This design comes from an exercise in tuning for small area on the open sky130 flow, not from production work. Function was checked by simulation only, so behaviour that the tests miss may differ from the original.

Design cpu, start of the top module:
module cpu (
    input         clk,
    input         reset,       
    input  [31:0] mem_rdata,   
    output [31:0] mem_addr,    
    output [31:0] mem_wdata,   
    output        mem_wr       
);
localparam [4:0]
    S_RST   = 5'd0,
    S_FETCH = 5'd1,
    S_DEC   = 5'd2,
    S_REXEC = 5'd3,
    S_RWB   = 5'd4,    
    S_NOP2  = 5'd5,    
    S_JR    = 5'd6,
    S_MDST  = 5'd7,
    S_WAIT  = 5'd8,
    S_IEXEC = 5'd9,
    S_BR    = 5'd10,
    S_LSADR = 5'd11,
    S_LWMEM = 5'd12,
    S_LDWB  = 5'd13,   
    S_SWMEM = 5'd14,
    S_LUI   = 5'd15,
    S_J     = 5'd16,
    S_JAL   = 5'd17,
    S_PUSHA = 5'd18,
    S_PUSHM = 5'd19,
    S_SPWB  = 5'd20,   
    S_POPA  = 5'd21,
    S_POPM  = 5'd22,
    S_EXC   = 5'd23,
    S_EXCF  = 5'd24;
reg  [4:0]  state;
reg  [31:0] PC, AO, IR, EPC;
reg         slt_q;
wire [5:0] op = IR[31:26];
wire [5:0] fn = IR[5:0];
wire [4:0] rs = IR[25:21];
wire [4:0] rt = IR[20:16];
wire [4:0] rd = IR[15:11];
wire [15:0] imm = IR[15:0];
wire [31:0] sext = {{16{imm[15]}}, imm};
wire st_fetch = state == S_FETCH;
wire st_dec   = state == S_DEC;
wire st_rexec = state == S_REXEC;
wire st_rwb   = state == S_RWB;
wire st_jr    = state == S_JR;
wire st_mdst  = state == S_MDST;
wire st_wait  = state == S_WAIT;
wire st_iexec = state == S_IEXEC;
wire st_br    = state == S_BR;
wire st_lsadr = state == S_LSADR;
wire st_lwmem = state == S_LWMEM;
wire st_ldwb  = state == S_LDWB;
wire st_swmem = state == S_SWMEM;
wire st_lui   = state == S_LUI;
wire st_j     = state == S_J;
wire st_jal   = state == S_JAL;
wire st_pusha = state == S_PUSHA;
wire st_pushm = state == S_PUSHM;
wire st_spwb  = state == S_SPWB;
wire st_popa  = state == S_POPA;
wire st_popm  = state == S_POPM;
wire st_exc   = state == S_EXC;
wire st_rst   = state == S_RST;
wire is_r    = op == 6'b000000;
wire f_add   = fn == 6'b100000;
wire f_sub   = fn == 6'b100010;
wire f_and   = fn == 6'b100100;
wire f_slt   = fn == 6'b101010;
wire f_mult  = fn == 6'b011000;
wire f_div   = fn == 6'b011010;
wire f_mfhi  = fn == 6'b010000;
wire f_mflo  = fn == 6'b010010;
wire f_jr    = fn == 6'b001000;
wire f_sll   = fn == 6'b000000;
wire f_sra   = fn == 6'b000011;
wire f_push  = fn == 6'b000101;
wire f_pop   = fn == 6'b000110;
wire o_ls    = op == 6'b100011 || op == 6'b100000 || op == 6'b101011 || op == 6'b101000;
  ...
For scale: about 5,100 cells after synthesis, ~1,200 flip-flops, roughly 45,000 um2 of cells after synthesis.
export LEC_CHECK = 0
export CAP_MARGIN = 20
export CORE_MARGIN = 2
export CORE_UTILIZATION = 55
export PLACE_DENSITY = 0.85
export SLEW_MARGIN = 20
create_clock -name core_clock -period 20.0 [get_ports {clk}]
standard.sh (not shown) runs the stock make flow with config.mk's settings and CLKGATE_MAP_FILE= SYNTH_SCRIPT=/design/flow/synth_recipe.tcl, a recipe that flattens the netlist after the stock synthesis.
==> flow/flow/run.sh <==
#!/bin/bash
here=$(pwd)
rm -rf scripts_mod
cp -r "$FLOW_HOME/scripts" scripts_mod
cp flow/abc_map.script scripts_mod/abc_speed.script
export SCRIPTS_DIR="$here/scripts_mod"
export BUFFER_PORTS_ARGS="-buffer_cell sky130_fd_sc_hd__buf_1"
export CTS_ARGS="-sink_clustering_enable -repair_clock_nets -dont_use_dummy_load -sink_clustering_size 25 -sink_clustering_max_diameter 120"
bash standard.sh > standard_flow.log 2>&1
==> flow/flow/abc_map.script <==
&get -n
&st
&dch -f
&nf -R 1000 -p
&put
topo
stime -c
dnsize -c
==> next run, changes <==
- CORE_UTILIZATION: 55 -> 40
- PLACE_DENSITY: 0.85 -> 0.6
Result:
- The new run completed without violations
- worst setup slack gains 0.76 ns
- cell count rose by 6.6%
- core utilization fell by 16 points
- synthesized area does not change
- final area rose by 1.5%

## re-timing with driven ports
Ports are ideal in the flow. The routed layouts listed here were re-timed in OpenROAD. Step 1, drivers: a clkbuf_16 drives clk and a buf_2 each remaining input, both assumed. Step 2 times the ports against the registers' clock, not the clock port: input delays grow and output delays shrink by t, the midpoint of the rising clock arrivals with the driver on. Slacks: ideal ports / drivers / drivers and shift; pairs: ideal ports / drivers.
| run | shift t [ns] | slack for setup (ns) | worst setup path after step 2 | slew at the worst register clock pin (ns) | pins driven straight from the clock port |
|---|---|---|---|---|---|
| the first run | 0.723 | 7.955 / 7.955 / 7.955 | register to register | 0.11 / 0.11 | 1 |
| the second run | 0.754 | 8.712 / 8.712 / 8.712 | register to register | 0.11 / 0.11 | 1 |
After both steps setup and hold are still met in every run listed.
